From an optimization exercise on the open Yosys and OpenROAD flow, aimed at small area; shortcuts taken in it are not production practice. The RTL was checked by simulation tests, not by an equivalence proof against the original design. No activity file was given, so power comes from the tool's default toggle rates.

`flow/flow/run.sh`:
```
#!/bin/bash
# The standard layout with these changes:
#  - after the standard synthesis, the combinational logic between the
#    registers and full-adder cells is re-mapped by ABC for area (resyn.ys,
#    area.abc); the registers, the full-adder cells and the names of the
#    registers stay;
#  - flow/faopt.py flips the polarity of full-adder cells to drop inverters
#    that extract_fa leaves between them;
#  - flow/nlcmp.py checks the result against the standard netlist by random
#    simulation and checks that every register is kept and still read; on
#    any failure the standard netlist is used instead;
#  - plain buf_1 cells as the port buffers;
#  - a clock tree of clkbuf_8 cells under a clkbuf_16 root, no dummy loads.
set -euo pipefail
export BUFFER_PORTS_ARGS="-buffer_cell sky130_fd_sc_hd__buf_1"
export CTS_ARGS="-sink_clustering_enable -repair_clock_nets -dont_use_dummy_load -root_buf sky130_fd_sc_hd__clkbuf_16 -buf_list sky130_fd_sc_hd__clkbuf_8"
R=$PWD/orfs/results/$FLOW_PLATFORM/filtering/base
LIB=$FLOW_HOME/platforms/sky130hd/lib/sky130_fd_sc_hd__tt_025C_1v80.lib
bash standard.sh synth > flow_synth.log 2>&1
cp $R/1_2_yosys.v $R/1_2_yosys.std.v
printf 'strash\n&get -n\n&deepsyn -T 60\n&put\ndch -f\nmap -a\nmfs2 -a\nstrash\ndch -f\nmap -a\n' > $PWD/area.abc
cat > $PWD/resyn.ys <<E2
read_liberty -ignore_miss_func $LIB
blackbox sky130_fd_sc_hd__fa_1 sky130_fd_sc_hd__dfxtp_1 sky130_fd_sc_hd__conb_1
read_verilog $R/1_2_yosys.std.v
hierarchy -top $FLOW_TOP
flatten
opt_clean
techmap
opt_expr
opt_clean
abc -liberty $LIB -dont_use *clkdly* -dont_use *dlygate* -dont_use *probe* -dont_use *lpflow* -script $PWD/area.abc
opt_clean -purge
rename -hide w:*.*
opt_clean -purge
write_verilog -noattr -noexpr $R/1_2_yosys.rs.v
E2
ok=0
if yosys -s $PWD/resyn.ys > resyn.log 2>&1; then
  if python3 flow/faopt.py $R/1_2_yosys.rs.v $R/1_2_yosys.opt.v > faopt.log 2>&1; then
    NB=$(grep -c dfxtp_1 $R/1_2_yosys.std.v)
    if NLCMP_LIB=$LIB python3 flow/nlcmp.py $R/1_2_yosys.std.v $R/1_2_yosys.opt.v 60 > nlcmp.log 2>&1 && grep -q "^mismatches 0$" nlcmp.log && grep -q "^registers $NB $NB unread 0 *$" nlcmp.log; then
      ok=1
    fi
  fi
fi
if [ $ok = 1 ]; then
  cp $R/1_2_yosys.opt.v $R/1_2_yosys.v
  echo "using the re-mapped netlist" > netlist_choice.log
else
  python3 flow/faopt.py $R/1_2_yosys.std.v $R/1_2_yosys.v > faopt_std.log 2>&1 || cp $R/1_2_yosys.std.v $R/1_2_yosys.v
  echo "using the standard netlist" > netlist_choice.log
fi
rm -f $R/1_synth.odb
bash standard.sh > flow_layout.log 2>&1
```
`flow/flow/faopt.py`:
```
#!/usr/bin/env python3
"""Full-adder polarity clean-up of a mapped Yosys netlist.

A full adder is self-dual: FA(~a,~b,~c) = (~sum, ~cout).  Yosys's extract_fa
leaves many inverters between adder cells.  This script flips the polarity of
full-adder cells (moving inverters from their inputs to their outputs) where
that lowers the number of inverters, then rebuilds one shared inverter per
signal that still needs its complement.  Registers and all other cells are
left as they are.

usage: faopt.py in.v out.v
"""
import re, sys
from collections import defaultdict

src = open(sys.argv[1]).read()
cell_re = re.compile(r'^  (sky130_fd_sc_hd__\w+) (\S+)\s+\((.*?)\n  \);\n', re.S | re.M)
pin_re = re.compile(r'\.(\w+)\(([^()]*)\)')
OUTS = {'X', 'Y', 'Q', 'Q_N', 'SUM', 'COUT', 'HI', 'LO'}

cells = []
first = None
last = None
for m in cell_re.finditer(src):
    if first is None:
        first = m.start()
    last = m.end()
    pins = [(p, n.strip()) for p, n in pin_re.findall(m.group(3))]
    cells.append([m.group(1), m.group(2), pins])
head, tail = src[:first], src[last:]
assert 'assign' not in src[first:last]

def is_inv(c):
    return re.match(r'sky130_fd_sc_hd__(clk)?inv_\d+$', c[0]) is not None

def is_fa(c):
    return re.match(r'sky130_fd_sc_hd__fa_\d+$', c[0]) is not None

# inverter map: output net -> input net
inv_of = {}
for c in cells:
    if is_inv(c):
        d = dict(c[2])
        inv_of[d['Y']] = d['A']

def root(net):
    """(root net, polarity) following inverter chains."""
    pol = 0
    seen = 0
    while net in inv_of and seen < 100:
        net = inv_of[net]
        pol ^= 1
        seen += 1
    return net, pol

outnets = set()
for m in re.finditer(r'^\s*output (?:\[(\d+):(\d+)\] )?(\S+);', head, re.M):
    if m.group(1):
        for i in range(int(m.group(2)), int(m.group(1)) + 1):
            outnets.add('%s[%d]' % (m.group(3), i))
    else:
        outnets.add(m.group(3))

# consumers: list of (cell index, pin, root, pol) for every non-inverter input pin
fas = [i for i, c in enumerate(cells) if is_fa(c)]
fa_set = set(fas)
cons = []          # [cell, pin, root, pol]
by_root = defaultdict(list)
for i, c in enumerate(cells):
    if is_inv(c):
        continue
    for p, n in c[2]:
        if p in OUTS:
            continue
        r, pol = root(n)
        cons.append([i, p, r, pol])
        by_root[r].append(len(cons) - 1)
# output ports read a net directly; if it is an inverter output, keep a consumer
for n in outnets:
    r, pol = root(n)
    if pol:
        cons.append([-1, n, r, pol])
        by_root[r].append(len(cons) - 1)

# driver of each root: FA index if driven by an FA output
fa_drv = {}
for i in fas:
    for p, n in cells[i][2]:
        if p in OUTS:
            fa_drv[n] = i

flip = defaultdict(int)
fa_inputs = defaultdict(list)
for k, (ci, p, r, pol) in enumerate(cons):
    if ci in fa_set:
        fa_inputs[ci].append(k)

def need(k):
    ci, p, r, pol = cons[k]
    return pol ^ (flip[ci] if ci in fa_set else 0)

def phys(r):
    return flip[fa_drv[r]] if r in fa_drv else 0

def root_cost(r):
    ph = phys(r)
    return 1 if any(need(k) != ph for k in by_root[r]) else 0

def fa_roots(i):
    rs = set(cons[k][2] for k in fa_inputs[i])
    for p, n in cells[i][2]:
        if p in OUTS:
            rs.add(n)
    return rs

before = sum(root_cost(r) for r in by_root)
changed = True
it = 0
while changed and it < 50:
    changed = False
    it += 1
    for i in fas:
        rs = fa_roots(i)
        c0 = sum(root_cost(r) for r in rs)
        flip[i] ^= 1
        c1 = sum(root_cost(r) for r in rs)
        if c1 < c0:
            changed = True
        else:
            flip[i] ^= 1
after = sum(root_cost(r) for r in by_root)

# rebuild: drop all inverters, add one per root that needs its complement
newcells = [c for c in cells if not is_inv(c)]
idx_map = {}
j = 0
for i, c in enumerate(cells):
    if not is_inv(c):
        idx_map[i] = j
        j += 1
inv_net = {}
extra_wires = []
add_cells = []
n_new = 0
def comp_net(r):
    """net carrying the complement of the physical signal of root r"""
    global n_new
    if r not in inv_net:
        n_new += 1
        name = '_faopt_n%d_' % n_new
        extra_wires.append(name)
        add_cells.append(['sky130_fd_sc_hd__inv_1', '_faopt_i%d_' % n_new, [('A', r), ('Y', name)]])
        inv_net[r] = name
    return inv_net[r]

port_fix = []
for k, (ci, p, r, pol) in enumerate(cons):
    want = need(k)
    net = r if want == phys(r) else comp_net(r)
    if ci == -1:
        port_fix.append((p, net))
        continue
    c = newcells[idx_map[ci]]
    c[2] = [(pp, net if pp == p else nn) for pp, nn in c[2]]
# flipped FAs: nothing to rewire on outputs (their nets now carry the complement,
# which need()/phys() accounted for); inputs were rewired above.

# output ports driven through an inverter: drive the port net from the new inverter
# by renaming: add an inverter whose output is the port net itself.
for pnet, net in port_fix:
    if net == pnet:
        continue
    # the port needs signal 'net'; insert a buffer-free connection: an inverter
    # on the complement gives the same signal
    r = None
    add_cells.append(['sky130_fd_sc_hd__inv_1', '_faopt_o%d_' % len(add_cells),
                      [('A', inv_net_src) if False else ('A', None), ('Y', pnet)]])
    raise SystemExit('output port through inverter: not handled')

out = [head]
for w in extra_wires:
    out.append('  wire %s;\n' % w)
for c in newcells + add_cells:
    out.append('  %s %s (\n%s\n  );\n' % (c[0], c[1], ',\n'.join('    .%s(%s)' % (p, n + ' ' if n.startswith('\\') else n) for p, n in c[2])))
out.append(tail)
open(sys.argv[2], 'w').write(''.join(out))
n_inv_before = sum(1 for c in cells if is_inv(c))
print('faopt: %d FA, %d flipped, inverters %d -> %d (root cost %d -> %d)' %
      (len(fas), sum(flip[i] for i in fas), n_inv_before, len(add_cells), before, after))
```
`flow/flow/nlcmp.py`:
```
#!/usr/bin/env python3
"""Random-simulation check that two mapped netlists with the same registers
compute the same next state: every register input is compared for random
register states and primary inputs, with each cell evaluated from its
liberty function.  usage: NLCMP_LIB=lib nlcmp.py a.v b.v [rounds]
Prints "mismatches N"."""
import re,sys,random
import os
lib=open(os.environ['NLCMP_LIB']).read()
funcs={}
ms=list(re.finditer(r'cell\s*\(\s*"?(sky130_fd_sc_hd__\w+)"?\s*\)',lib))
for i,m in enumerate(ms):
    body=lib[m.end():ms[i+1].start() if i+1<len(ms) else len(lib)]
    f={}
    for pm in re.finditer(r'pin\s*\(\s*"?(\w+)"?\s*\)\s*\{',body):
        seg=body[pm.end():pm.end()+4000]
        fm=re.search(r'\bfunction\s*:\s*"([^"]*)"',seg[:seg.find('pin (') if 'pin (' in seg else len(seg)])
        dm=re.search(r'direction\s*:\s*"?(\w+)',seg)
        if fm and dm and dm.group(1)=='output':
            e=fm.group(1).replace('!','~').replace('*','&').replace('+','|')
            f[pm.group(1)]=compile(e,'f','eval')
    funcs[m.group(1)[17:]]=f
def load(fn):
    s=open(fn).read()
    cells=[]
    for m in re.finditer(r'^  (sky130_fd_sc_hd__\w+) (\S+)\s+\((.*?)\n  \);\n', s, re.S|re.M):
        cells.append((m.group(1)[17:], dict([('_name', m.group(2).strip())] + [(p,n.strip()) for p,n in re.findall(r'\.(\w+)\(([^()]*)\)', m.group(3))])))
    return cells
def topo(cells):
    drv={}
    for i,(t,p) in enumerate(cells):
        for k in funcs.get(t,{}):
            if k in p: drv[p[k]]=i
    order=[];seen={}
    def visit(i):
        if seen.get(i)==2: return
        seen[i]=1
        t,p=cells[i]
        if not t.startswith('dfx'):
            for k,n in p.items():
                if k not in funcs[t] and n in drv and seen.get(drv[n])!=1: visit(drv[n])
        seen[i]=2; order.append(i)
    sys.setrecursionlimit(100000)
    for i in range(len(cells)): visit(i)
    return order
def ev(cells,order,v):
    v=dict(v); v["1'h0"]=0; v["1'h1"]=1
    for i in order:
        t,p=cells[i]
        if t.startswith('dfx'): continue
        env={k:v.get(n,0) for k,n in p.items() if k!='_name'}
        for k,code in funcs[t].items():
            if k in p: v[p[k]]=eval(code,{},env)&1
    return v
A=load(sys.argv[1]); B=load(sys.argv[2])
# registers of B whose output nothing reads (they would be removed later)
srcB=open(sys.argv[2]).read()
ports=set()
for m in re.finditer(r'^\s*output (?:\[(\d+):(\d+)\] )?(\S+);', srcB, re.M):
    if m.group(1):
        ports.update('%s[%d]' % (m.group(3), i) for i in range(int(m.group(2)), int(m.group(1)) + 1))
    else:
        ports.add(m.group(3))
readB=set(n for t,p in B for k,n in p.items() if k!='_name' and k not in funcs[t])
dead=[p['_name'] for t,p in B if t.startswith('dfx') and p['Q'] not in readB and p['Q'] not in ports]
nA=sum(1 for t,p in A if t.startswith('dfx')); nB=sum(1 for t,p in B if t.startswith('dfx'))
print('registers', nA, nB, 'unread', len(dead), ' '.join(dead))
oa=topo(A); ob=topo(B)
ins=set()
for c in (A,B):
    for t,p in c:
        for k,n in p.items():
            if k not in funcs[t] and k!='_name': ins.add(n)
random.seed(1); bad=0
for it in range(int(sys.argv[3]) if len(sys.argv)>3 else 300):
    v={n:random.randrange(2) for n in ins}
    fq={}
    for t,p in A:
        if t.startswith('dfx'): fq[p['_name']]=random.randrange(2)
    v1=dict(v); v2=dict(v)
    for t,p in A:
        if t.startswith('dfx'): v1[p['Q']]=fq[p['_name']]
    for t,p in B:
        if t.startswith('dfx'): v2[p['Q']]=fq[p['_name']]
    va=ev(A,oa,v1); vb=ev(B,ob,v2)
    fb={p['_name']:p for t,p in B if t.startswith('dfx')}
    for ta,pa in A:
        if not ta.startswith('dfx'): continue
        pb=fb[pa['_name']]
        if va.get(pa['D'])!=vb.get(pb['D']): bad+=1
    outs=set(n for t,p in A for k,n in p.items() if k in funcs[t] and not n.startswith('_') and k!='_name')

print('mismatches',bad)
```
`flow/standard.sh`:
```
#!/bin/bash
# synth_recipe.tcl (not shown) runs the flow's synth.tcl, then flattens the netlist and writes it again
# the make line also repeats each setting of config.mk as NAME=value (left out here)
make -C /OpenROAD-flow-scripts/flow DESIGN_CONFIG=/design/flow/config.mk WORK_HOME=/design/flow/orfs CLKGATE_MAP_FILE= SYNTH_SCRIPT=/design/flow/synth_recipe.tcl "${@:-finish}"
```
`flow/config.mk`:
```
export PLATFORM = sky130hd
export DESIGN_NAME = filtering
export DESIGN_NICKNAME = filtering
export VERILOG_FILES = /design/flow/design.v
export SDC_FILE = /design/flow/constraint.sdc
export NUM_CORES = 4
export LEC_CHECK = 0
export ABC_AREA = 1
export CAP_MARGIN = 5
export CORE_MARGIN = 2
export CORE_UTILIZATION = 40
export SLEW_MARGIN = 5
```
`flow/constraint.sdc`:
```
create_clock -name core_clock -period 13.0 [get_ports {clock}]
set_input_delay 2.6000 -clock core_clock [delete_from_list [all_inputs] [get_ports {clock}]]
set_output_delay 2.6000 -clock core_clock [all_outputs]
set_load 0.01 [all_outputs]
```
`flow/design.v`:
```
`timescale 1ns / 1ps
module fv_csa #(parameter W = 13) (
    input  [W-1:0] a, b, c,
    output [W-1:0] s, co
);
    wire [W-1:0] m = (a & b) | (a & c) | (b & c);
    assign s  = a ^ b ^ c;
    assign co = {m[W-2:0], 1'b0};
endmodule
module fv_rca #(parameter W = 13) (
    input  [W-1:0] a, b,
    input          ci,
    output [W-1:0] s
);
    wire [W:0] c;
    assign c[0] = ci;
    genvar i;
    generate for (i = 0; i < W; i = i + 1) begin : g
        assign s[i]   = a[i] ^ b[i] ^ c[i];
        assign c[i+1] = (a[i] & b[i]) | (a[i] & c[i]) | (b[i] & c[i]);
    end endgenerate
endmodule
module fv_div3 #(parameter W = 12) (
    input  [W-1:0] x,
    output [W-1:0] q
);
    wire [1:0] rem [0:W];
    assign rem[W] = 2'd0;
    genvar i;
    generate for (i = W - 1; i >= 0; i = i - 1) begin : g
        wire [2:0] v = {rem[i+1], x[i]};
        assign q[i] = rem[i+1][1] | (rem[i+1][0] & x[i]);
        assign rem[i] = q[i] ? v - 3'd3 : v[1:0];
    end endgenerate
endmodule
module filtering(
input clock,
input reset,
input [3:0]sel_module,
input [23:0] rgb_C,
input [7:0] gray_center,
input [7:0] gray_up,
input [7:0] gray_down,
input [7:0] gray_right,
input [7:0] gray_right_down,
input [7:0] gray_right_up,
input [7:0] gray_left,
input [7:0] gray_left_down,
input [7:0] gray_left_up,
input [10:0] Hcount_in,
input [10:0] Vcount_in,
output reg [3:0] red,
output reg [3:0] green,
output reg [3:0] blue,
output reg [10:0] hc,
output reg [10:0] vc,
input Nblank
);
    reg [7:0]  tred, tgreen, tblue;
    reg [7:0]  red_o, green_o, blue_o;
    reg [11:0] r;
    reg        d3, d9;    
    reg [10:0] g;
    reg [11:4] b;
    reg        b15;
    reg [11:0] r_nxt;
    reg        d3_nxt, d9_nxt;
    reg [10:0] g_nxt;
    reg [11:4] b_nxt;
    reg        b15_nxt;
    reg [7:0]  red_o_nxt, green_o_nxt, blue_o_nxt;
    reg [3:0]  red_nxt, green_nxt, blue_nxt;
    wire [7:0] C  = gray_center;
    wire [7:0] U  = gray_up;
    wire [7:0] D  = gray_down;
    wire [7:0] L  = gray_left;
    wire [7:0] R  = gray_right;
    wire [7:0] LU = gray_left_up;
    wire [7:0] RU = gray_right_up;
    wire [7:0] LD = gray_left_down;
    wire [7:0] RD = gray_right_down;
    always @(posedge clock) begin
        vc <= Vcount_in;
        hc <= Hcount_in;
    end
    wire [3:0] sel = sel_module;
    wire m8  = (sel == 4'd8);
    wire m9  = (sel == 4'd9);
    wire m10 = (sel == 4'd10);
    wire m11 = (sel == 4'd11);
    wire m12 = (sel == 4'd12);
    wire m13 = (sel == 4'd13);
    wire m14 = (sel == 4'd14);
    wire m15 = (sel == 4'd15);
    function [8:0] slot;
        input [7:0] x;
        input       one, two, neg;
        begin
            slot = ({9{one}} & {1'b0, x}) | ({9{two}} & {x, 1'b0});
            slot = slot ^ {9{neg}};
        end
    endfunction
    wire m1 = (sel == 4'd1);
    wire m2 = (sel == 4'd2);
    wire m3 = (sel == 4'd3);
    wire [8:0] oL  = slot(L,  m8 | m12 | m10 | m13,       m9 | m15,        m9 | m12) | ({9{m3}} & {3'b0, tred[7:2]});
    wire [8:0] oR  = slot(R,  m8 | m10 | m12 | m13,       m9 | m15,        1'b0) | ({9{m3}} & {6'b0, tred[7:5]});
    wire [8:0] oU  = slot(U,  m8 | m14 | m10 | m12 | m13, m15,             1'b0) | ({9{m3}} & {2'b0, tgreen[7:1]});
    wire [8:0] oD  = slot(D,  m8 | m12 | m10 | m13,       m15,             m12) | ({9{m3}} & {5'b0, tgreen[7:4]});
    wire [8:0] oLU = slot(m13 ? C : LU, m8 | m14 | m15 | m9 | m10 | m13, 1'b0, m9 | m13) | ({9{m3}} & {5'b0, tblue[7:4]});
    wire [8:0] oRU = slot(RU, m8 | m9 | m11 | m14 | m15 | m10, m12,        1'b0) | ({9{m3}} & {6'b0, tblue[7:5]});
    wire [8:0] oLD = slot(LD, m8 | m11 | m9 | m10,        m12 | m15,       m9 | m12);
    wire [8:0] oRD = slot(RD, m8 | m9 | m15 | m10,        1'b0,            1'b0) | {7'b0, m12, 1'b0} |
                     ({9{m1 | m2}} & {1'b0, tred});
    wire [12:0] oC = ({13{m8 | m11}} & {5'b00000, C}) |
                     ({13{m12}}       & {5'b11001, ~C}) |
                     ({13{m13}}       & {3'b111, ~C, 2'b11}) |
                     ({13{m15}}       & {3'b000, C, 2'b00}) |
                     ({13{m10}}       & {2'b11, ~C, 3'b111}) |
                     ({13{m9}}        & 13'h1A03) |
                     ({13{m1}}        & 13'h0006) |
                     ({13{m2}}        & 13'h1FFA);
    wire        tci = m12 | m13;
    wire [12:0] s1, c1, s2, c2, s3, c3, s4, c4, s5, c5, s6, c6, s7, c7, T;
    fv_csa #(13) u_c1 ({4'b0, oL}, {4'b0, oR}, {4'b0, oU}, s1, c1);
    fv_csa #(13) u_c2 ({4'b0, oD}, {4'b0, oLU}, {4'b0, oRU}, s2, c2);
    fv_csa #(13) u_c3 ({4'b0, oLD}, {{4{m13}}, oRD}, oC, s3, c3);
    fv_csa #(13) u_c4 (s1, c1, s2, s4, c4);
    fv_csa #(13) u_c5 (c2, s3, c3, s5, c5);
    fv_csa #(13) u_c6 (s4, c4, s5, s6, c6);
    fv_csa #(13) u_c7 (s6, c6, c5, s7, c7);
    fv_rca #(13) u_rt (s7, c7, tci, T);
    wire [10:0] y1s, y1c, y2s, y2c, y3s, y3c, y4s, y4c, Y;
    fv_csa #(11) u_y1 ({3'b0, RU}, {3'b0, LU}, {2'b0, U, 1'b1}, y1s, y1c);
    fv_csa #(11) u_y2 ({3'b111, ~RD}, {3'b111, ~LD}, {2'b11, ~D, 1'b1}, y2s, y2c);
    fv_csa #(11) u_y3 (y1s, y1c, y2s, y3s, y3c);
    fv_csa #(11) u_y4 (y3s, y3c, {y2c[10:1], 1'b1}, y4s, y4c);
    fv_rca #(11) u_ry (y4s, y4c, 1'b1, Y);
    wire [11:0] q1;
    wire [9:0]  q2;
    fv_div3 #(12) u_d1 (r, q1);
    fv_div3 #(10) u_d2 (q1[9:0], q2);
    wire        dv = d3 | d9;
    wire [11:0] rv = d9 ? {4'd0, q2[7:0]} : d3 ? {4'd0, q1[7:0]} : r;
    wire r_gt255  = ~dv & |r[11:8];
    wire g_gt255  = |g[10:8];
    wire b_gt255  = b15 | |b[11:8];
    wire r_gt1024 = ~dv & (r[11] | (r[10] & |r[9:0]));
    wire r_eq1024 = ~dv & (r == 12'h400);
    wire r_gt1280 = ~dv & (r[11] | (r[10] & (r[9] | (r[8] & |r[7:0]))));
    wire m12_ = m1 | m2;
    wire neg_r = ~m12_ & r_gt1024;
    wire neg_g = ~m12_ & (g[10] | r_eq1024);
    wire [12:0] ra = m12_ ? {5'b0, tblue} : {rv[11], rv} ^ {13{neg_r}};
    wire [12:0] ga = m12_ ? (m2 ? 13'h1FFA : 13'h0006) : {{2{g[10]}}, g} ^ {13{neg_g}};
    wire [12:0] bs, bc, core;
    fv_csa #(13) u_b1 (ra, ga, {12'b0, neg_g}, bs, bc);
    fv_rca #(13) u_rb (bs, bc, neg_r, core);
    wire [11:0] k6 = m2 ? 12'hFFA : 12'h006;
    wire [11:0] tg6;
    fv_rca #(12) u_a2 ({4'b0, tgreen}, k6, 1'b0, tg6);
    wire [3:0] gry = T[7:4];
    always @* begin
        red_nxt = 4'd0; green_nxt = 4'd0; blue_nxt = 4'd0;
        red_o_nxt = 8'd0; green_o_nxt = 8'd0; blue_o_nxt = 8'd0;
        r_nxt = 12'd0; d3_nxt = 1'b0; d9_nxt = 1'b0; g_nxt = 11'd0; b_nxt = 8'd0; b15_nxt = 1'b0;
        if (Nblank) begin
            case (sel)
                4'd7:                 begin red_nxt = rgb_C[3:0]; green_nxt = rgb_C[11:8]; blue_nxt = rgb_C[19:16]; end
                4'd10, 4'd12, 4'd13: begin red_nxt = red_o[7:4]; green_nxt = green_o[7:4]; blue_nxt = blue_o[7:4]; end
                default:              begin red_nxt = red_o[3:0]; green_nxt = green_o[3:0]; blue_nxt = blue_o[3:0]; end
            endcase
            r_nxt = {4'd0, red_o}; g_nxt = {3'd0, green_o}; b_nxt = blue_o[7:4];
            case (sel)
                4'd0: begin r_nxt = r; d3_nxt = d3; d9_nxt = d9; g_nxt = g; b_nxt = b; b15_nxt = b15; end
                4'd1, 4'd2: begin r_nxt = T[11:0]; g_nxt = tg6[10:0]; b_nxt = core[11:4]; b15_nxt = core[11]; end
                4'd8:  begin r_nxt = T[11:0]; d9_nxt = 1'b1; end
                4'd11, 4'd14: begin r_nxt = T[11:0]; d3_nxt = 1'b1; end
                4'd9:  begin r_nxt = T[11:0]; g_nxt = Y; b_nxt = core[12:5]; b15_nxt = core[12] ^ rv[11] ^ g[10]; end
                4'd10, 4'd12, 4'd13: r_nxt = ~T[11:0];
                4'd15: r_nxt = {3'd0, T[12:4]};
                default: ;
            endcase
            case (sel)
                4'd0: begin red_o_nxt = rgb_C[7:4]; green_o_nxt = rgb_C[15:12]; blue_o_nxt = rgb_C[23:20]; end
                4'd1: begin
                    red_o_nxt   = r_gt255 ? 8'd15 : rv[7:4];
                    green_o_nxt = g_gt255 ? 8'd15 : g[7:4];
                    blue_o_nxt  = b_gt255 ? 8'd15 : b[7:4];
                end
                4'd2: begin
                    red_o_nxt   = r_gt255 ? 8'd0 : rv[7:4];
                    green_o_nxt = g_gt255 ? 8'd0 : g[7:4];
                    blue_o_nxt  = b_gt255 ? 8'd0 : b[7:4];
                end
                4'd3: begin red_o_nxt = gry; green_o_nxt = gry; blue_o_nxt = gry; end
                4'd4: begin red_o_nxt = 8'd255;      green_o_nxt = tgreen[7:4]; blue_o_nxt = tblue[7:4]; end
                4'd5: begin red_o_nxt = tred[7:4];   green_o_nxt = tgreen[7:4]; blue_o_nxt = 8'd255; end
                4'd6: begin red_o_nxt = tred[7:4];   green_o_nxt = 8'd255;      blue_o_nxt = tblue[7:4]; end
                4'd7: begin red_o_nxt = tred[7:4];   green_o_nxt = tgreen[7:4]; blue_o_nxt = tblue[7:4]; end
                4'd9: begin red_o_nxt = b[11:4]; green_o_nxt = b[11:4]; blue_o_nxt = b[11:4]; end
                4'd10: begin
                    red_o_nxt = (~dv & r[11]) ? 8'd0 : (~dv & |r[10:8]) ? 8'd255 : rv[7:0];
                    green_o_nxt = red_o_nxt; blue_o_nxt = red_o_nxt;
                end
                4'd12: begin
                    red_o_nxt = r_gt1280 ? 8'd0 : r_gt255 ? 8'd255 : rv[7:0];
                    green_o_nxt = red_o_nxt; blue_o_nxt = red_o_nxt;
                end
                4'd13: begin
                    red_o_nxt = r_gt255 ? 8'd0 : rv[7:0];
                    green_o_nxt = red_o_nxt; blue_o_nxt = red_o_nxt;
                end
                default: begin red_o_nxt = rv[11:4]; green_o_nxt = rv[11:4]; blue_o_nxt = rv[11:4]; end
            endcase
        end
    end
    always @(posedge clock) begin
        if (reset) begin
            tred <= 8'd0; tgreen <= 8'd0; tblue <= 8'd0;
        end else begin
            tred <= rgb_C[7:0]; tgreen <= rgb_C[15:8]; tblue <= rgb_C[23:16];
        end
        if (reset) begin
            red <= 4'd0; green <= 4'd0; blue <= 4'd0;
            red_o <= 8'd0; green_o <= 8'd0; blue_o <= 8'd0;
            r <= 12'd0; d3 <= 1'b0; d9 <= 1'b0; g <= 11'd0; b <= 8'd0; b15 <= 1'b0;
        end else begin
            red <= red_nxt; green <= green_nxt; blue <= blue_nxt;
            red_o <= red_o_nxt; green_o <= green_o_nxt; blue_o <= blue_o_nxt;
            r <= r_nxt; d3 <= d3_nxt; d9 <= d9_nxt; g <= g_nxt; b <= b_nxt; b15 <= b15_nxt;
        end
    end
endmodule
```
==> summary.txt, run 1 <==
Run status
  • Status: finished clean

Timing
  • Normalized max-slew margin: 22.75%
  • Fmax: 0.08414 GHz
  • Worst Max-Slew Pin Slew: 1.154 ns
  • RSZ-0062 raised after global routing: no
  • Fin crit share: 91.42%
  • Hold Fails Final Rpt: 0
  • Pins over their slew limit: 0
  • Final clock skew: 0.02140 ns
  • Tmin final: 11.88 ns
  • Setup ws final: 1.115 ns
  • Total Neg Setup Slack: 0 ns
  • Final setup viols: 0

Route
  • Vias: 9694
  • DRC violations left: 0
  • ANT nets after route: 0
  • Average vias per placed instance: 5.726
  • Iter 0 DRT Violations: 998
  • Final WL: 37.82 mm
  • DR WL/cell: 22.34 microns
  • DR pass1 iterations: 6

Finish
  • Synth-to-Final Area Change: 13.93%
  • Utilization after layout: 46.28%
  • Final instance area: 10800 sq um
  • Share of cells above drive strength 1: 2.547%
  • Antenna cells: 0
  • Fin nets: 1626

Critical path
  • Reg2reg start: r[11]$_SDFFE_PP0P_
  • Crit-path slowest cell: nor2_1
  • CP required: 13.23 ns
  • CP most frequent cell: fa_1
  • CP max stage delay: 0.71 ns
  • R2R Setup Slk: 2.80 ns
  • Number of buffers and inverters on the critical path: 6
  • Element type at the critical path end: flop
  • Setup crit start kind: input pin
  • Crit Path Class: input pin to flop
  • RR Endpoint: b15$_SDFFE_PP0P_
  • Delay-heaviest family, CP: adder cells
  • Crit path DAT: 12.11 ns
  • Worst reg-to-reg path cell count: 39
  • CP max FO: 10

Synth
  • Syn Std Cell Area: 9478 sq um
  • Post-Synthesis Cells: 1188
  • Mapped Nets: 1438
  • Mapped Avg Cell Area: 7.978 sq um
  • Yosys warnings: 3

Die
  • Ports: 159
  • Core area: 23330 sq um
  • Row cnt: 56
  • Die width: 157.9 microns
  • Starting Density: 40.62%
  • Die H: 157.9 microns
  • Die Area: 24940 sq um

Place
  • Setup WS pre-CTS: 0.8843 ns
  • Dpl hpwl: 30.91 mm
  • Port Buffers: 158
  • Placed Area: 10550 sq um
  • Placer Congestion: 0.9700

Clock network
  • CTS clk-pin slew, worst paths: 0.06 ns
  • CTS Buf Count: 17
  • Clock latency on the worst-skew pair: 0.38 ns
  • Deepest clock path buffer count: 2
  • CTS root buf: clkbuf_16
  • CTS tree: yes
  • Hold_buf cts: 0
  • H-tree Lvls: 4
  • Clk sinks: 116
  • Postcts setup bufs: 0
  • Post-cts sizing count: 0

Hold path
  • Hold Startpoint: blue_o[0]$_SDFF_PP0_
  • WHS Endpoint: blue[0]$_SDFF_PP0_
  • Hold path cells: 2
  • Hold WC Path Type: flop to flop

Power
  • VDD IR max: 0.1028 mV
  • Power Density: 174.6 nW/um^2
  • Leak Pwr: 4.486 nW
  • Design Power: 1.885 mW

Global routing
  • First-pass GRT wire length: 56.35 mm
  • Vias in the first global route: 9430
  • Largest net degree at the start of global routing: 26
  • Total GRT Usage: 30.75%
  • Initial antenna violation count: 0
  • Overflow after GRT: 0

Flow run
  • Number of max-cap violations: 0
[worst reg2reg max path, delay by kind of cell (launching register included)]
kind	cells	cell delay, ns
xor+xnor	3	0.59
buf+inv	2	0.33
flops	1	0.45
fa+ha+maj	9	4.20
compound gates	14	2.62
simple gates	11	1.85
[how the worst max path moves through the flow]
stage | from | end | cells after the start
floorplan | sel_module[2] | r[7]$_SDFFE_PP0P_ | 28
global placement | sel_module[3] | r[7]$_SDFFE_PP0P_ | 29
detailed placement | sel_module[3] | r[7]$_SDFFE_PP0P_ | 29
CTS | sel_module[3] | r[7]$_SDFFE_PP0P_ | 29
global route | sel_module[3] | r[7]$_SDFFE_PP0P_ | 26
finish | sel_module[3] | r[7]$_SDFFE_PP0P_ | 29
[flip-flops by register name (all words and copies together), names as in the netlist]
register	cells
r	12
g	11
hc	11
vc	11
b	8
blue_o	8
green_o	8
red_o	8
tblue	8
tgreen	8
tred	8
blue	4
green	4
red	4
b15	1
d3	1
d9	1
[metrics by stage]
step,hold WS [ns],instances
finish,0.4236,1693
detailed placement,0.4240,1676
CTS,0.4267,1693
global placement,0.4236,1676
floorplan,0.4130,1188
global route,0.4368,1693
[power breakdown]
group	switching, mW	total (mW)	internal [mW]
Clock	0.132	0.254	0.123
Sequential	0.0286	0.419	0.391
Combinational	0.770	1.21	0.441
Total	0.931	1.89	0.954
[layer usage]
metal | global-route usage, % | share of wire (%)
met5 | 0 | 0
met4 | 12.87 | 4.1
met3 | 5.721 | 8.9
met2 | 49.96 | 47
met1 | 40.33 | 40
[placed cells by master, fill, tap and decap left out, drive strengths merged, types with 2 or more instances in the layout]
cell type	instances
o211ai	15
o221ai	24
o31ai	2
a211oi	4
nand3	24
a2111oi	5
o32ai	2
fa	125
nand2	156
clkbuf	17
nor3	7
a21oi	52
o21ai	111
nand4	6
and2	4
o22ai	45
buf	169
a22oi	47
xnor2	13
a31oi	8
dfxtp	116
o311ai	2
or2	2
nor4	3
nor2	164
xor2	12
a221oi	21
inv	212
[area by class of cell]
class,instances,area (sq um)
flip-flops and latches,116,2322
inverters,212,795.8
well taps,319,399.1
fillers,2469,12530
multi-input cells,860,6360
clock buffers,17,245.2
repair buffers,169,675.6
==> run 2, diff against run 1 <==
--- a/flow/design.v
+++ b/flow/design.v
@@ -58,5 +58,9 @@
 );
     reg [7:0]  tred, tgreen, tblue;
-    reg [7:0]  red_o, green_o, blue_o;
+    reg [3:0]  n_r, n_g, n_b;
+    reg        fr, fg, fb, s;
+    wire [7:0] red_o   = {s ? n_g : {4{fr}}, fr ? 4'hF : n_r};
+    wire [7:0] green_o = {s ? n_g : {4{fg}}, fg ? 4'hF : s ? n_r : n_g};
+    wire [7:0] blue_o  = {s ? n_g : {4{fb}}, fb ? 4'hF : s ? n_r : n_b};
     reg [11:0] r;
     reg        d3, d9;    
@@ -69,5 +73,7 @@
     reg [11:4] b_nxt;
     reg        b15_nxt;
-    reg [7:0]  red_o_nxt, green_o_nxt, blue_o_nxt;
+    reg [3:0]  n_r_nxt, n_g_nxt, n_b_nxt;
+    reg        fr_nxt, fg_nxt, fb_nxt, s_nxt;
+    reg [7:0]  conv;
     reg [3:0]  red_nxt, green_nxt, blue_nxt;
     wire [7:0] C  = gray_center;
@@ -136,5 +142,7 @@
     fv_csa #(11) u_y3 (y1s, y1c, y2s, y3s, y3c);
     fv_csa #(11) u_y4 (y3s, y3c, {y2c[10:1], 1'b1}, y4s, y4c);
-    fv_rca #(11) u_ry (y4s, y4c, 1'b1, Y);
+    wire        m12_ = m1 | m2;
+    wire [10:0] k6 = m2 ? 11'h7FA : 11'h006;
+    fv_rca #(11) u_ry (m12_ ? {3'b0, tgreen} : y4s, m12_ ? k6 : y4c, ~m12_, Y);
     wire [11:0] q1;
     wire [9:0]  q2;
@@ -149,5 +157,4 @@
     wire r_eq1024 = ~dv & (r == 12'h400);
     wire r_gt1280 = ~dv & (r[11] | (r[10] & (r[9] | (r[8] & |r[7:0]))));
-    wire m12_ = m1 | m2;
     wire neg_r = ~m12_ & r_gt1024;
     wire neg_g = ~m12_ & (g[10] | r_eq1024);
@@ -157,11 +164,10 @@
     fv_csa #(13) u_b1 (ra, ga, {12'b0, neg_g}, bs, bc);
     fv_rca #(13) u_rb (bs, bc, neg_r, core);
-    wire [11:0] k6 = m2 ? 12'hFFA : 12'h006;
-    wire [11:0] tg6;
-    fv_rca #(12) u_a2 ({4'b0, tgreen}, k6, 1'b0, tg6);
     wire [3:0] gry = T[7:4];
     always @* begin
         red_nxt = 4'd0; green_nxt = 4'd0; blue_nxt = 4'd0;
-        red_o_nxt = 8'd0; green_o_nxt = 8'd0; blue_o_nxt = 8'd0;
+        conv = 8'd0;
+        n_r_nxt = 4'd0; n_g_nxt = 4'd0; n_b_nxt = 4'd0;
+        fr_nxt = 1'b0; fg_nxt = 1'b0; fb_nxt = 1'b0; s_nxt = 1'b0;
         r_nxt = 12'd0; d3_nxt = 1'b0; d9_nxt = 1'b0; g_nxt = 11'd0; b_nxt = 8'd0; b15_nxt = 1'b0;
         if (Nblank) begin
@@ -174,5 +180,5 @@
             case (sel)
                 4'd0: begin r_nxt = r; d3_nxt = d3; d9_nxt = d9; g_nxt = g; b_nxt = b; b15_nxt = b15; end
-                4'd1, 4'd2: begin r_nxt = T[11:0]; g_nxt = tg6[10:0]; b_nxt = core[11:4]; b15_nxt = core[11]; end
+                4'd1, 4'd2: begin r_nxt = T[11:0]; g_nxt = Y; b_nxt = core[11:4]; b15_nxt = core[11]; end
                 4'd8:  begin r_nxt = T[11:0]; d9_nxt = 1'b1; end
                 4'd11, 4'd14: begin r_nxt = T[11:0]; d3_nxt = 1'b1; end
@@ -182,35 +188,30 @@
                 default: ;
             endcase
+            case (sel[2:0])
+                3'd1:    conv = b[11:4];
+                3'd2:    conv = (~dv & r[11]) ? 8'd0 : (~dv & |r[10:8]) ? 8'd255 : rv[7:0];
+                3'd4:    conv = r_gt1280 ? 8'd0 : r_gt255 ? 8'd255 : rv[7:0];
+                3'd5:    conv = r_gt255 ? 8'd0 : rv[7:0];
+                default: conv = rv[11:4];
+            endcase
+            fr_nxt = (sel == 4'd4);
+            fg_nxt = (sel == 4'd6);
+            fb_nxt = (sel == 4'd5);
+            s_nxt  = sel[3];
             case (sel)
-                4'd0: begin red_o_nxt = rgb_C[7:4]; green_o_nxt = rgb_C[15:12]; blue_o_nxt = rgb_C[23:20]; end
+                4'd0: begin n_r_nxt = rgb_C[7:4]; n_g_nxt = rgb_C[15:12]; n_b_nxt = rgb_C[23:20]; end
                 4'd1: begin
-                    red_o_nxt   = r_gt255 ? 8'd15 : rv[7:4];
-                    green_o_nxt = g_gt255 ? 8'd15 : g[7:4];
-                    blue_o_nxt  = b_gt255 ? 8'd15 : b[7:4];
+                    n_r_nxt = r_gt255 ? 4'd15 : rv[7:4];
+                    n_g_nxt = g_gt255 ? 4'd15 : g[7:4];
+                    n_b_nxt = b_gt255 ? 4'd15 : b[7:4];
                 end
                 4'd2: begin
-                    red_o_nxt   = r_gt255 ? 8'd0 : rv[7:4];
-                    green_o_nxt = g_gt255 ? 8'd0 : g[7:4];
-                    blue_o_nxt  = b_gt255 ? 8'd0 : b[7:4];
+                    n_r_nxt = r_gt255 ? 4'd0 : rv[7:4];
+                    n_g_nxt = g_gt255 ? 4'd0 : g[7:4];
+                    n_b_nxt = b_gt255 ? 4'd0 : b[7:4];
                 end
-                4'd3: begin red_o_nxt = gry; green_o_nxt = gry; blue_o_nxt = gry; end
-                4'd4: begin red_o_nxt = 8'd255;      green_o_nxt = tgreen[7:4]; blue_o_nxt = tblue[7:4]; end
-                4'd5: begin red_o_nxt = tred[7:4];   green_o_nxt = tgreen[7:4]; blue_o_nxt = 8'd255; end
-                4'd6: begin red_o_nxt = tred[7:4];   green_o_nxt = 8'd255;      blue_o_nxt = tblue[7:4]; end
-                4'd7: begin red_o_nxt = tred[7:4];   green_o_nxt = tgreen[7:4]; blue_o_nxt = tblue[7:4]; end
-                4'd9: begin red_o_nxt = b[11:4]; green_o_nxt = b[11:4]; blue_o_nxt = b[11:4]; end
-                4'd10: begin
-                    red_o_nxt = (~dv & r[11]) ? 8'd0 : (~dv & |r[10:8]) ? 8'd255 : rv[7:0];
-                    green_o_nxt = red_o_nxt; blue_o_nxt = red_o_nxt;
-                end
-                4'd12: begin
-                    red_o_nxt = r_gt1280 ? 8'd0 : r_gt255 ? 8'd255 : rv[7:0];
-                    green_o_nxt = red_o_nxt; blue_o_nxt = red_o_nxt;
-                end
-                4'd13: begin
-                    red_o_nxt = r_gt255 ? 8'd0 : rv[7:0];
-                    green_o_nxt = red_o_nxt; blue_o_nxt = red_o_nxt;
-                end
-                default: begin red_o_nxt = rv[11:4]; green_o_nxt = rv[11:4]; blue_o_nxt = rv[11:4]; end
+                4'd3: begin n_r_nxt = gry; n_g_nxt = gry; n_b_nxt = gry; end
+                4'd4, 4'd5, 4'd6, 4'd7: begin n_r_nxt = tred[7:4]; n_g_nxt = tgreen[7:4]; n_b_nxt = tblue[7:4]; end
+                default: begin n_r_nxt = conv[3:0]; n_g_nxt = conv[7:4]; n_b_nxt = tblue[7:4]; end
             endcase
         end
@@ -224,9 +225,9 @@
         if (reset) begin
             red <= 4'd0; green <= 4'd0; blue <= 4'd0;
-            red_o <= 8'd0; green_o <= 8'd0; blue_o <= 8'd0;
+            n_r <= 4'd0; n_g <= 4'd0; n_b <= 4'd0; fr <= 1'b0; fg <= 1'b0; fb <= 1'b0; s <= 1'b0;
             r <= 12'd0; d3 <= 1'b0; d9 <= 1'b0; g <= 11'd0; b <= 8'd0; b15 <= 1'b0;
         end else begin
             red <= red_nxt; green <= green_nxt; blue <= blue_nxt;
-            red_o <= red_o_nxt; green_o <= green_o_nxt; blue_o <= blue_o_nxt;
+            n_r <= n_r_nxt; n_g <= n_g_nxt; n_b <= n_b_nxt; fr <= fr_nxt; fg <= fg_nxt; fb <= fb_nxt; s <= s_nxt;
             r <= r_nxt; d3 <= d3_nxt; d9 <= d9_nxt; g <= g_nxt; b <= b_nxt; b15 <= b15_nxt;
         end
--- a/flow/flow/run.sh
+++ b/flow/flow/run.sh
@@ -11,8 +11,9 @@
 #    any failure the standard netlist is used instead;
 #  - plain buf_1 cells as the port buffers;
-#  - a clock tree of clkbuf_8 cells under a clkbuf_16 root, no dummy loads.
+#  - a clock tree of clkbuf_4 cells (at most 10 sinks each) under a
+#    clkbuf_16 root, no dummy loads.
 set -euo pipefail
 export BUFFER_PORTS_ARGS="-buffer_cell sky130_fd_sc_hd__buf_1"
-export CTS_ARGS="-sink_clustering_enable -repair_clock_nets -dont_use_dummy_load -root_buf sky130_fd_sc_hd__clkbuf_16 -buf_list sky130_fd_sc_hd__clkbuf_8"
+export CTS_ARGS="-sink_clustering_enable -repair_clock_nets -dont_use_dummy_load -root_buf sky130_fd_sc_hd__clkbuf_16 -buf_list sky130_fd_sc_hd__clkbuf_4 -sink_clustering_size 10"
 R=$PWD/orfs/results/$FLOW_PLATFORM/filtering/base
 LIB=$FLOW_HOME/platforms/sky130hd/lib/sky130_fd_sc_hd__tt_025C_1v80.lib
==> run 2 against run 1 <==
  * Synthesized cell count rose by 4.7%
  * Setup slack gained 0.29 ns
  * Worst hold slack improved by 0.062 ns
==> summary.txt, run 2 <==
Finish
  • Share of cells above drive strength 1: 3.347% (+0.80 points)
  • Filler cells: 2455 (-0.57%)
  • Fin nets: 1680 (+3.3%)
  • Max reg flops: 12 (unchanged)
  • Largest Register: r
  • Antenna cells: 0 (unchanged)
  • Multi-input logic area: 6564 sq um (+3.2%)
  • Reg area: 2162 sq um (-6.9%)
  • Most frequent cells in the layout: inv_1, nor2_1, nand2_1
  • Synth-to-Final Area Change: 14.65%
  • Commonest non-fill, non-tap cell in the layout: inv_1

Critical path
  • Reg2reg start: r[10]$_SDFFE_PP0P_
  • Number of buffers and inverters on the critical path: 5 (-1)
  • CP max stage delay: 0.58 ns (-0.13 ns)
  • Crit path DAT: 11.84 ns (-0.27 ns)
  • CP max FO: 10 (unchanged)
  • RR Endpoint: b15$_SDFFE_PP0P_
  • R2R Setup Slk: 2.88 ns (+0.08 ns)
  • CP most frequent cell: fa_1
  • Setup crit start kind: input pin
  • Element type at the critical path end: flop
  • Worst reg-to-reg path cell count: 47 (+21%)
  • Crit Path Class: input pin to flop
  • Crit-path slowest cell: fa_1
  • Delay-heaviest family, CP: adder cells
  • CP required: 13.24 ns (about the same)

Clock network
  • Deepest clock path buffer count: 2 (unchanged)
  • CTS root buf: clkbuf_16
  • CTS Buf Count: 9 (-8)
  • Clock latency on the worst-skew pair: 0.36 ns (-0.02 ns)
  • CTS clk-pin slew, worst paths: 0.08 ns (+0.02 ns)
  • CTS tree: yes
  • Postcts setup bufs: 0 (unchanged)
  • H-tree Lvls: 3 (-1)
  • Post-cts sizing count: 0 (unchanged)
  • Clk sinks: 108 (-6.9%)
  • Hold_buf cts: 0 (unchanged)

Global routing
  • Overflow after GRT: 0 (unchanged)
  • Total GRT Usage: 31.31% (+0.57 points)
  • Largest net degree at the start of global routing: 32 (+23%)
  • Vias in the first global route: 9650 (+2.3%)
  • Initial antenna violation count: 0 (unchanged)
  • First-pass GRT wire length: 57.77 mm (+2.5%)

Power
  • Sequential power share: 19.5% (-2.7 points)
  • Leak Pwr: 4.274 nW (-4.7%)
  • VDD IR max: 0.09877 mV (-3.9%)
  • Power Density: 180.7 nW/um^2 (+3.5%)
  • Clock share of power: 12.4% (-1.1 points)
  • Switching part of the total power: 51.18% (+1.8 points)
  • P_int: 963.2 uW (+0.92%)
  • Comb power frac: 68.1% (+3.8 points)
  • Sw Pwr: 1.010 mW (+8.5%)

Route
  • DR WL/cell: 22.07 microns (-1.2%)
  • Final WL: 38.69 mm (+2.3%)
  • ANT nets after route: 0 (unchanged)
  • DRC violations left: 0 (unchanged)
  • DR pass1 iterations: 6 (unchanged)
  • Iter 0 DRT Violations: 954 (-4.4%)
  • Vias: 10033 (+3.5%)
  • Average vias per placed instance: 5.723 (about the same)

Timing
  • Final setup viols: 0 (unchanged)
  • Fin crit share: 89.22% (-2.2 points)
  • Hold Fails Final Rpt: 0 (unchanged)
  • Worst Max-Slew Pin Slew: 1.196 ns (+0.04143 ns)
  • RSZ-0062 raised after global routing: no
  • Tmin final: 11.60 ns (-0.2860 ns)
  • Pins over their slew limit: 0 (unchanged)
  • Setup ws final: 1.401 ns (+0.2860 ns)
  • Normalized max-slew margin: 19.66% (-3.1 points)
  • Total Neg Setup Slack: 0 ns (unchanged)
  • Final clock skew: 0.02100 ns (-0.0004040 ns)
  • WHS: 0.4853 ns (+0.06171 ns)
  • Fmax: 0.08622 GHz (+2.5%)

Hold path
  • Hold path cells: 2 (unchanged)
  • Hold Startpoint: n_g[0]$_SDFF_PP0_
  • WHS Endpoint: g[4]$_SDFFE_PP0P_
  • Hold WC Path Type: flop to flop

Place
  • Setup WS pre-CTS: 1.090 ns (+0.2059 ns)
  • Port Buffers: 158 (unchanged)
  • Dpl hpwl: 31.77 mm (+2.8%)
  • Placer Congestion: 0.9761 (+0.63%)

Flow run
  • Number of max-cap violations: 0 (unchanged)

Die
  • Core area: 23400 sq um (+0.30%)
  • Row cnt: 56 (unchanged)
  • Starting Density: 40.68% (+0.060 points)
  • Ports: 159 (unchanged)
  • Die H: 158.3 microns (+0.22%)
  • Die width: 158.3 microns (+0.22%)
  • Die Area: 25050 sq um (+0.44%)

Synth
  • Mapped Nets: 1488 (+3.5%)
  • Post-Synthesis Cells: 1244 (+4.7%)
  • Syn Std Cell Area: 9520 sq um (+0.45%)
  • Yosys warnings: 3 (unchanged)
  • Mapped Avg Cell Area: 7.653 sq um (-4.1%)

Run status
  • Status: finished clean
[run 2: how the worst max path moves through the flow]
stage	startpoint	to	slack, ns	cells past startpoint
finish	sel_module[0]	r[8]$_SDFFE_PP0P_	1.40	27
floorplan	sel_module[0]	r[8]$_SDFFE_PP0P_	0.93	25
detailed placement	sel_module[3]	r[8]$_SDFFE_PP0P_	1.09	28
global placement	sel_module[0]	r[8]$_SDFFE_PP0P_	1.25	27
CTS	sel_module[0]	r[8]$_SDFFE_PP0P_	1.46	27
global route	sel_module[0]	r[7]$_SDFFE_PP0P_	0.93	28
[run 2: final cells by class]
class / count / area share, %
multi-input combinational: 923 / 60.13
sequential: 108 / 19.81
inverter: 213 / 7.325
timing repair buffer: 181 / 7.015
tap: 319 / 3.657
clock buffer: 9 / 2.063
[run 2: tightest hold or removal path: stages, from the launching register on]
cell and delay [ns]:
dfxtp_1 0.31, inv_1 0.07, a311oi_1 0.08
[run 2: layer usage]
layer  up-vias  part of all wire, %  track usage [%]
li1       4596                    -                -
met1      4756                   41            42.03
met2       592                   46            50.52
met3        89                  9.1            4.545
met4         0                  4.2            13.60
met5         -                    0                0
[run 2: power by group through the flow]
stage	clock network [mW]	logic, mW	registers [mW]
3_3_place_gp	0	1.31	0.392
4_1_cts	0.246	1.32	0.385
2_1_floorplan	0	0.874	0.384
6_report	0.244	1.34	0.385
5_1_grt	0.257	1.49	0.388
3_5_place_dp	0	1.31	0.392
[run 2: per-stage QoR]
stage | utilization, % | instance area, sq um | power (mW) | instances
after global placement | 45.68 | 10690 | 1.699 | 1744
after detailed placement | 45.68 | 10690 | 1.706 | 1744
final | 46.64 | 10920 | 1.973 | 1753
after floorplan | - | 9520 | 1.258 | 1244
after global routing | 46.64 | 10920 | 2.132 | 1753
after CTS | 46.64 | 10920 | 1.949 | 1753
==> run 3, diff against run 2 <==
--- a/flow/flow/run.sh
+++ b/flow/flow/run.sh
@@ -11,9 +11,8 @@
 #    any failure the standard netlist is used instead;
 #  - plain buf_1 cells as the port buffers;
-#  - a clock tree of clkbuf_4 cells (at most 10 sinks each) under a
-#    clkbuf_16 root, no dummy loads.
+#  - a clock tree of clkbuf_8 cells under a clkbuf_16 root, no dummy loads.
 set -euo pipefail
 export BUFFER_PORTS_ARGS="-buffer_cell sky130_fd_sc_hd__buf_1"
-export CTS_ARGS="-sink_clustering_enable -repair_clock_nets -dont_use_dummy_load -root_buf sky130_fd_sc_hd__clkbuf_16 -buf_list sky130_fd_sc_hd__clkbuf_4 -sink_clustering_size 10"
+export CTS_ARGS="-sink_clustering_enable -repair_clock_nets -dont_use_dummy_load -root_buf sky130_fd_sc_hd__clkbuf_16 -buf_list sky130_fd_sc_hd__clkbuf_8"
 R=$PWD/orfs/results/$FLOW_PLATFORM/filtering/base
 LIB=$FLOW_HOME/platforms/sky130hd/lib/sky130_fd_sc_hd__tt_025C_1v80.lib
==> run 3 against run 2 <==
  * Total power is the same
  * Cell count is the same
  * Sequential power is essentially flat
  * Area after synthesis is the same
  * Flip-flop and latch count is the same
  * Clock power is essentially flat
  * Worst hold slack is the same
  * Largest power group unchanged
==> summary.txt, run 3 <==
Clock network
  • Deepest clock path buffer count: 2 (unchanged)
  • H-tree Lvls: 3 (unchanged)
  • Postcts setup bufs: 0 (unchanged)
  • Clk sinks: 108 (unchanged)
  • CTS tree: yes
  • CTS Buf Count: 9 (unchanged)
  • Hold_buf cts: 0 (unchanged)
  • CTS root buf: clkbuf_16
  • CTS clk-pin slew, worst paths: 0.08 ns (about the same)
  • Post-cts sizing count: 0 (unchanged)
  • Clock latency on the worst-skew pair: 0.36 ns (about the same)

Finish
  • Synth-to-Final Area Change: 14.65% (unchanged)
  • Commonest non-fill, non-tap cell in the layout: inv_1
  • Antenna cells: 0 (unchanged)
  • Max reg flops: 12 (unchanged)
  • Largest Register: r
  • Post-route insts no fill: 1753 (unchanged)
  • Most frequent cells in the layout: inv_1, nor2_1, nand2_1
  • Final instance area: 10920 sq um (unchanged)
  • Share of cells above drive strength 1: 3.347% (unchanged)
  • Utilization after layout: 46.64% (unchanged)
  • Fin nets: 1680 (unchanged)

Place
  • Placer Congestion: 0.9761 (unchanged)
  • Dpl hpwl: 31.77 mm (unchanged)
  • Setup WS pre-CTS: 1.090 ns (unchanged)
  • Placed Area: 10690 sq um (unchanged)
  • Port Buffers: 158 (unchanged)
  • Placed Cells: 1744 (unchanged)

Critical path
  • CP required: 13.24 ns (about the same)
  • Crit-path slowest cell: fa_1
  • Crit path DAT: 11.84 ns (about the same)
  • CP max stage delay: 0.58 ns (about the same)
  • CP most frequent cell: fa_1
  • Element type at the critical path end: flop
  • Delay-heaviest family, CP: adder cells
  • Number of buffers and inverters on the critical path: 5 (unchanged)
  • CP max FO: 10 (unchanged)
  • Crit Path Class: input pin to flop
  • Setup crit start kind: input pin

Timing
  • Normalized max-slew margin: 19.66% (unchanged)
  • Hold Fails Final Rpt: 0 (unchanged)
  • Fmax: 0.08622 GHz (unchanged)
  • Tmin final: 11.60 ns (unchanged)
  • Total Neg Setup Slack: 0 ns (unchanged)
  • RSZ-0062 raised after global routing: no
  • Worst Max-Slew Pin Slew: 1.196 ns (unchanged)
  • Fin crit share: 89.22% (unchanged)
  • Setup ws final: 1.401 ns (unchanged)
  • WHS: 0.4853 ns (unchanged)
  • Final setup viols: 0 (unchanged)
  • Final clock skew: 0.02100 ns (unchanged)
  • Pins over their slew limit: 0 (unchanged)

Global routing
  • Overflow after GRT: 0 (unchanged)
  • Largest net degree at the start of global routing: 32 (unchanged)
  • Total GRT Usage: 31.31% (unchanged)
  • First-pass GRT wire length: 57.77 mm (unchanged)
  • Initial antenna violation count: 0 (unchanged)
  • Vias in the first global route: 9650 (unchanged)

Die
  • Row cnt: 56 (unchanged)
  • Die H: 158.3 microns (unchanged)
  • Core area: 23400 sq um (unchanged)
  • Starting Density: 40.68% (unchanged)
  • Die width: 158.3 microns (unchanged)
  • Ports: 159 (unchanged)
  • Die Area: 25050 sq um (unchanged)

Synth
  • Syn Std Cell Area: 9520 sq um (unchanged)
  • Post-Synthesis Cells: 1244 (unchanged)
  • Yosys warnings: 3 (unchanged)
  • Mapped Avg Cell Area: 7.653 sq um (unchanged)
  • Mapped Nets: 1488 (unchanged)

Power
  • P_int: 963.2 uW (unchanged)
  • Sequential power share: 19.5% (about the same)
  • Power Density: 180.7 nW/um^2 (unchanged)
  • Design Power: 1.973 mW (unchanged)
  • Sw Pwr: 1.010 mW (unchanged)
  • Comb power frac: 68.1% (about the same)
  • VDD IR max: 0.09877 mV (unchanged)
  • Switching part of the total power: 51.18% (unchanged)
  • Leak Pwr: 4.274 nW (unchanged)
  • Clock share of power: 12.4% (about the same)

Route
  • DR pass1 iterations: 6 (unchanged)
  • Average vias per placed instance: 5.723 (unchanged)
  • Vias: 10033 (unchanged)
  • DRC violations left: 0 (unchanged)
  • Final WL: 38.69 mm (unchanged)
  • Iter 0 DRT Violations: 954 (unchanged)
  • ANT nets after route: 0 (unchanged)
  • DR WL/cell: 22.07 microns (unchanged)

Run status
  • Status: finished clean

Hold path
  • Hold WC Path Type: flop to flop

Flow run
  • Number of max-cap violations: 0 (unchanged)
run 3: cell counts in the layout (fill, tap and decap cells not counted):
No cell type changed its count.
run 3: worst register-to-register path: cells and delay by family, from the launching register on:
family / cells / cell delay [ns]
fa+ha+maj: 9 / 4.13
simple gates: 16 / 2.46
compound gates: 15 / 2.18
buf+inv: 5 / 0.54
flops: 1 / 0.37
xor+xnor: 2 / 0.35
run 3: path summary, 6_finish.rpt:
kind,start,to,slack (ns),cells past startpoint
max,sel_module[0],r[8]$_SDFFE_PP0P_,1.40,27
max reg2reg,r[10]$_SDFFE_PP0P_,b15$_SDFFE_PP0P_,2.88,47
min,n_g[0]$_SDFF_PP0_,g[4]$_SDFFE_PP0P_,0.49,2
min reg2reg,n_g[0]$_SDFF_PP0_,g[4]$_SDFFE_PP0P_,0.49,2
run 3: metal layers:
layer	global-route usage [%]	share of wire (%)	vias to the layer above
li1	-	-	4596
met1	42.03	41	4756
met2	50.52	46	592
met3	4.545	9.1	89
met4	13.60	4.2	0
met5	0	0	-
run 3: power by group through the flow:
stage / registers [mW] / clock network (mW) / logic, mW
6_report: 0.385 / 0.244 / 1.34
5_1_grt: 0.388 / 0.257 / 1.49
4_1_cts: 0.385 / 0.246 / 1.32
3_5_place_dp: 0.392 / 0 / 1.31
3_3_place_gp: 0.392 / 0 / 1.31
2_1_floorplan: 0.384 / 0 / 0.874
run 3: cell type report:
class	instances	area, sq um
fill	2455	12490
multi-input combinational	923	6564
sequential	108	2162
inverter	213	799.5
timing repair buffer	181	765.7
tap	319	399.1
clock buffer	9	225.2
==> run 4, diff against run 3 <==
==> flow/flow/run.sh (replaced) <==
#!/bin/bash
# The standard layout with these changes:
#  - after the standard synthesis, the combinational logic between the
#    registers and full-adder cells is re-mapped by ABC for area (resyn.ys,
#    with eight random seeds of &deepsyn); the registers, the full-adder
#    cells and the names of the registers stay;
#  - flow/faopt.py flips the polarity of full-adder cells to drop inverters
#    that extract_fa leaves between them;
#  - flow/nlcmp.py checks the result against the standard netlist by random
#    simulation and checks that every register is kept and still read; on
#    any failure that candidate is dropped; the smallest one left is used,
#    or the standard netlist if none is left;
#  - plain buf_1 cells as the port buffers;
#  - a clock tree of clkbuf_4 cells (at most 10 sinks each) under a
#    clkbuf_16 root, no dummy loads.
set -euo pipefail
export BUFFER_PORTS_ARGS="-buffer_cell sky130_fd_sc_hd__buf_1"
export CTS_ARGS="-sink_clustering_enable -repair_clock_nets -dont_use_dummy_load -root_buf sky130_fd_sc_hd__clkbuf_16 -buf_list sky130_fd_sc_hd__clkbuf_4 -sink_clustering_size 10"
R=$PWD/orfs/results/$FLOW_PLATFORM/filtering/base
LIB=$FLOW_HOME/platforms/sky130hd/lib/sky130_fd_sc_hd__tt_025C_1v80.lib
bash standard.sh synth > flow_synth.log 2>&1
cp $R/1_2_yosys.v $R/1_2_yosys.std.v
cat > $PWD/resyn.ys <<E2
read_liberty -ignore_miss_func $LIB
blackbox sky130_fd_sc_hd__fa_1 sky130_fd_sc_hd__dfxtp_1 sky130_fd_sc_hd__conb_1
read_verilog $R/1_2_yosys.std.v
hierarchy -top $FLOW_TOP
flatten
opt_clean
techmap
opt_expr
opt_clean
abc -liberty $LIB -dont_use *clkdly* -dont_use *dlygate* -dont_use *probe* -dont_use *lpflow* -script $PWD/area_SEED.abc
opt_clean -purge
rename -hide w:*.*
opt_clean -purge
write_verilog -noattr -noexpr $R/1_2_yosys.rs_SEED.v
E2
NB=$(grep -c dfxtp_1 $R/1_2_yosys.std.v)
# one re-mapping per random seed of ABC's &deepsyn, in parallel; each result
# must pass the checks, and the smallest one is used
resyn_one() {
  S=$1
  printf 'strash\n&get -n\n&deepsyn -T 60 -S %d\n&put\ndch -f\nmap -a\nmfs2 -a\nstrash\ndch -f\nmap -a\n' $S > $PWD/area_$S.abc
  sed "s/SEED/$S/g" $PWD/resyn.ys > $PWD/resyn_$S.ys
  yosys -s $PWD/resyn_$S.ys > resyn_$S.log 2>&1 || return 0
  python3 flow/faopt.py $R/1_2_yosys.rs_$S.v $R/1_2_yosys.opt_$S.v > faopt_$S.log 2>&1 || return 0
  NLCMP_LIB=$LIB python3 flow/nlcmp.py $R/1_2_yosys.std.v $R/1_2_yosys.opt_$S.v 60 > nlcmp_$S.log 2>&1 || return 0
  if grep -q "^mismatches 0$" nlcmp_$S.log && grep -q "^registers $NB $NB unread 0 *$" nlcmp_$S.log; then
    touch ok_$S
  fi
}
for S in 1 2 3 4; do resyn_one $S & done
wait
for S in 5 6 7 8; do resyn_one $S & done
wait
CANDS=""
for S in 1 2 3 4 5 6 7 8; do
  if [ -f ok_$S ]; then CANDS="$CANDS $R/1_2_yosys.opt_$S.v"; fi
done
if [ -n "$CANDS" ]; then
  python3 flow/pick.py $LIB $R/1_2_yosys.v $CANDS > netlist_choice.log 2>&1
else
  python3 flow/faopt.py $R/1_2_yosys.std.v $R/1_2_yosys.v > faopt_std.log 2>&1 || cp $R/1_2_yosys.std.v $R/1_2_yosys.v
  echo "using the standard netlist" > netlist_choice.log
fi
rm -f $R/1_synth.odb
bash standard.sh > flow_layout.log 2>&1
==> flow/flow/pick.py (new file) <==
#!/usr/bin/env python3
"""usage: pick.py lib out.v cand1.v [cand2.v ...]
Copies the candidate netlist with the smallest standard-cell area to out.v
and prints the areas."""
import re, sys, shutil
lib = open(sys.argv[1]).read()
area = {}
ms = list(re.finditer(r'cell\s*\(\s*"?(\w+)"?\s*\)', lib))
for i, m in enumerate(ms):
    end = ms[i + 1].start() if i + 1 < len(ms) else len(lib)
    a = re.search(r'\barea\s*:\s*([\d.]+)', lib[m.end():end])
    if a:
        area[m.group(1)] = float(a.group(1))
best = None
for f in sys.argv[3:]:
    s = open(f).read()
    t = sum(area.get(c, 0.0) for c in re.findall(r'^\s*(sky130_fd_sc_hd__\w+) ', s, re.M))
    print('%s %.1f' % (f, t))
    if best is None or t < best[0]:
        best = (t, f)
print('picked', best[1])
shutil.copy(best[1], sys.argv[2])
==> run 4 against run 3 <==
  * Still clean on timing, DRC and antenna
  * Maximum frequency shrank 2.1%
  * Worst hold slack better by 0.033 ns
  * Flip-flop and latch count did not move
  * Via count fell by 1.4%
  * Non-clock buffer count shrank 2
  * Sequential power about the same
  * Critical path depth decreased by 1
  * Total power decreased by 9.9%
==> summary.txt, run 4 <==
Run status
  • Status: finished clean

Timing
  • Setup ws final: 1.149 ns (-0.2528 ns)
  • Final clock skew: 0.02609 ns (+0.005091 ns)
  • WHS: 0.5187 ns (+0.03343 ns)
  • Tmin final: 11.85 ns (+0.2528 ns)
  • Total Neg Setup Slack: 0 ns (unchanged)
  • Pins over their slew limit: 0 (unchanged)
  • Final setup viols: 0 (unchanged)
  • RSZ-0062 raised after global routing: no
  • Hold Fails Final Rpt: 0 (unchanged)
  • Fin crit share: 91.17% (+1.9 points)
  • Worst Max-Slew Pin Slew: 1.215 ns (+0.01886 ns)
  • Fmax: 0.08438 GHz (-2.1%)

Finish
  • Filler cells: 2421 (-1.4%)
  • Post-route insts no fill: 1728 (-1.4%)
  • Share of cells above drive strength 1: 2.910% (-0.44 points)
  • Synth-to-Final Area Change: 14.64% (about the same)
  • Largest Register: r
  • Most frequent cells in the layout: inv_1, nor2_1, buf_1
  • Fin nets: 1655 (-1.5%)
  • Antenna cells: 0 (unchanged)

Hold path
  • Hold path cells: 2 (unchanged)
  • WHS Endpoint: b15$_SDFFE_PP0P_
  • Hold WC Path Type: flop to flop

Clock network
  • Post-cts sizing count: 0 (unchanged)
  • CTS root buf: clkbuf_16
  • H-tree Lvls: 3 (unchanged)
  • Postcts setup bufs: 0 (unchanged)
  • Clock latency on the worst-skew pair: 0.36 ns (about the same)
  • Deepest clock path buffer count: 2 (unchanged)
  • Clk sinks: 108 (unchanged)
  • CTS clk-pin slew, worst paths: 0.06 ns (-0.02 ns)

Route
  • DRC violations left: 0 (unchanged)
  • Average vias per placed instance: 5.727 (about the same)
  • DR WL/cell: 21.45 microns (-2.8%)
  • Vias: 9896 (-1.4%)
  • ANT nets after route: 0 (unchanged)

Synth
  • Mapped Nets: 1465 (-1.5%)
  • Mapped Avg Cell Area: 7.694 sq um (+0.53%)
  • Post-Synthesis Cells: 1221 (-1.8%)
  • Yosys warnings: 3 (unchanged)

Power
  • Sequential power share: 21.6% (+2.1 points)
  • Leak Pwr: 4.303 nW (+0.68%)
  • Sw Pwr: 873.4 uW (-14%)
  • Switching part of the total power: 49.13% (-2.0 points)
  • Power Density: 165.1 nW/um^2 (-8.7%)
  • VDD IR max: 0.08676 mV (-12%)
  • Clock share of power: 13.2% (+0.8 points)
  • Comb power frac: 65.2% (-2.9 points)
  • Design Power: 1.778 mW (-9.9%)

Critical path
  • Element type at the critical path end: flop
  • Reg2reg start: r[10]$_SDFFE_PP0P_
  • CP max FO: 22 (+12)
  • R2R Setup Slk: 3.35 ns (+0.47 ns)
  • Setup crit start kind: input pin
  • Worst reg-to-reg path cell count: 46 (-2.1%)
  • Crit path DAT: 12.07 ns (+0.23 ns)

Global routing
  • Overflow after GRT: 0 (unchanged)
  • Initial antenna violation count: 0 (unchanged)
  • Vias in the first global route: 9436 (-2.2%)
  • Largest net degree at the start of global routing: 26 (-19%)
  • Total GRT Usage: 30.15% (-1.2 points)

Place
  • Port Buffers: 158 (unchanged)
  • Placed Cells: 1719 (-1.4%)

Flow run
  • Number of max-cap violations: 0 (unchanged)

Die
  • Row cnt: 56 (unchanged)
  • Die H: 157.3 microns (-0.65%)
  • Ports: 159 (unchanged)
  • Core area: 23260 sq um (-0.60%)
  • Starting Density: 40.38% (-0.30 points)
  • Die width: 157.3 microns (-0.65%)
run 4: area by class of cell:
| class | count | area [sq um] | share of cell area, % |
|---|---|---|---|
| clock buffer | 9 | 225.2 | 2.091 |
| inverter | 217 | 814.5 | 7.564 |
| multi-input combinational | 896 | 6417 | 59.59 |
| sequential | 108 | 2162 | 20.08 |
| tap | 319 | 399.1 | 3.706 |
| timing repair buffer | 179 | 750.7 | 6.971 |
run 4: metrics by stage:
step | utilization [%] | cell area, sq um
after floorplan | - | 9394
after global placement | 45.33 | 10540
after detailed placement | 45.33 | 10540
after CTS | 46.29 | 10770
after global routing | 46.29 | 10770
final | 46.29 | 10770
run 4: per-layer routing:
metal  vias to the layer above  share of wire (%)  global-route usage [%]
li1                       4523                  -                       -
met1                      4729                 41                   40.89
met2                       555                 46                   48.68
met3                        89                8.7                   4.570
met4                         0                3.8                   11.43
met5                         -                  0                       0
run 4: critical path, stage by stage:
cell and delay (ns):
buf_1 0.17, buf_4 0.22, inv_1 0.37, nor2_1 0.21, inv_1 0.11, nor2_1 0.06
inv_1 0.59, o22ai_1 0.15, nor4_1 0.49, fa_1 0.52, fa_1 0.50, fa_1 0.58
fa_1 0.44, fa_1 0.41, fa_1 0.46, fa_1 0.46, fa_1 0.46, fa_1 0.49
fa_1 0.47, fa_1 0.46, fa_1 0.46, fa_1 0.46, fa_1 0.60, o22ai_1 0.09
a21oi_1 0.13, nand4_1 0.10
run 4: power by group through the flow:
stage,clock [mW],sequential [mW],combinational (mW)
2_1_floorplan,0,0.383,0.747
3_3_place_gp,0,0.391,1.13
5_1_grt,0.250,0.387,1.28
4_1_cts,0.238,0.383,1.14
3_5_place_dp,0,0.390,1.14
6_report,0.235,0.384,1.16
run 4: how the worst max path moves through the flow:
stage	start	depth (start not counted)	endpoint
2_1_floorplan	sel_module[2]	26	r[7]$_SDFFE_PP0P_
6_report	sel_module[3]	26	r[7]$_SDFFE_PP0P_
4_1_cts	sel_module[3]	26	r[7]$_SDFFE_PP0P_
3_5_place_dp	sel_module[3]	26	r[7]$_SDFFE_PP0P_
3_3_place_gp	sel_module[3]	26	r[7]$_SDFFE_PP0P_
5_1_grt	sel_module[3]	26	r[7]$_SDFFE_PP0P_

-- re-timing with driven ports --
How much do the figures lean on ideal ports? The routed layouts below were timed once more, with nothing changed but the port constraints.
Step 1 assumes that a clkbuf_16 drives the clock port and a buf_2 every other input.
Step 2 also shifts input and output timing later by t, the mid clock arrival at the registers, as if the neighbouring blocks saw the same clock.
Three values: no drivers, after step 1, after step 2; two values: the first two.
run	t, ns	setup WS [ns]
run 1	0.411	1.115 / 1.134 / 0.723
run 2	0.396	1.401 / 1.389 / 0.994
run 3	0.396	1.401 / 1.389 / 0.994
run 4	0.394	1.149 / 1.174 / 0.780
After both steps every run listed still meets setup and hold.
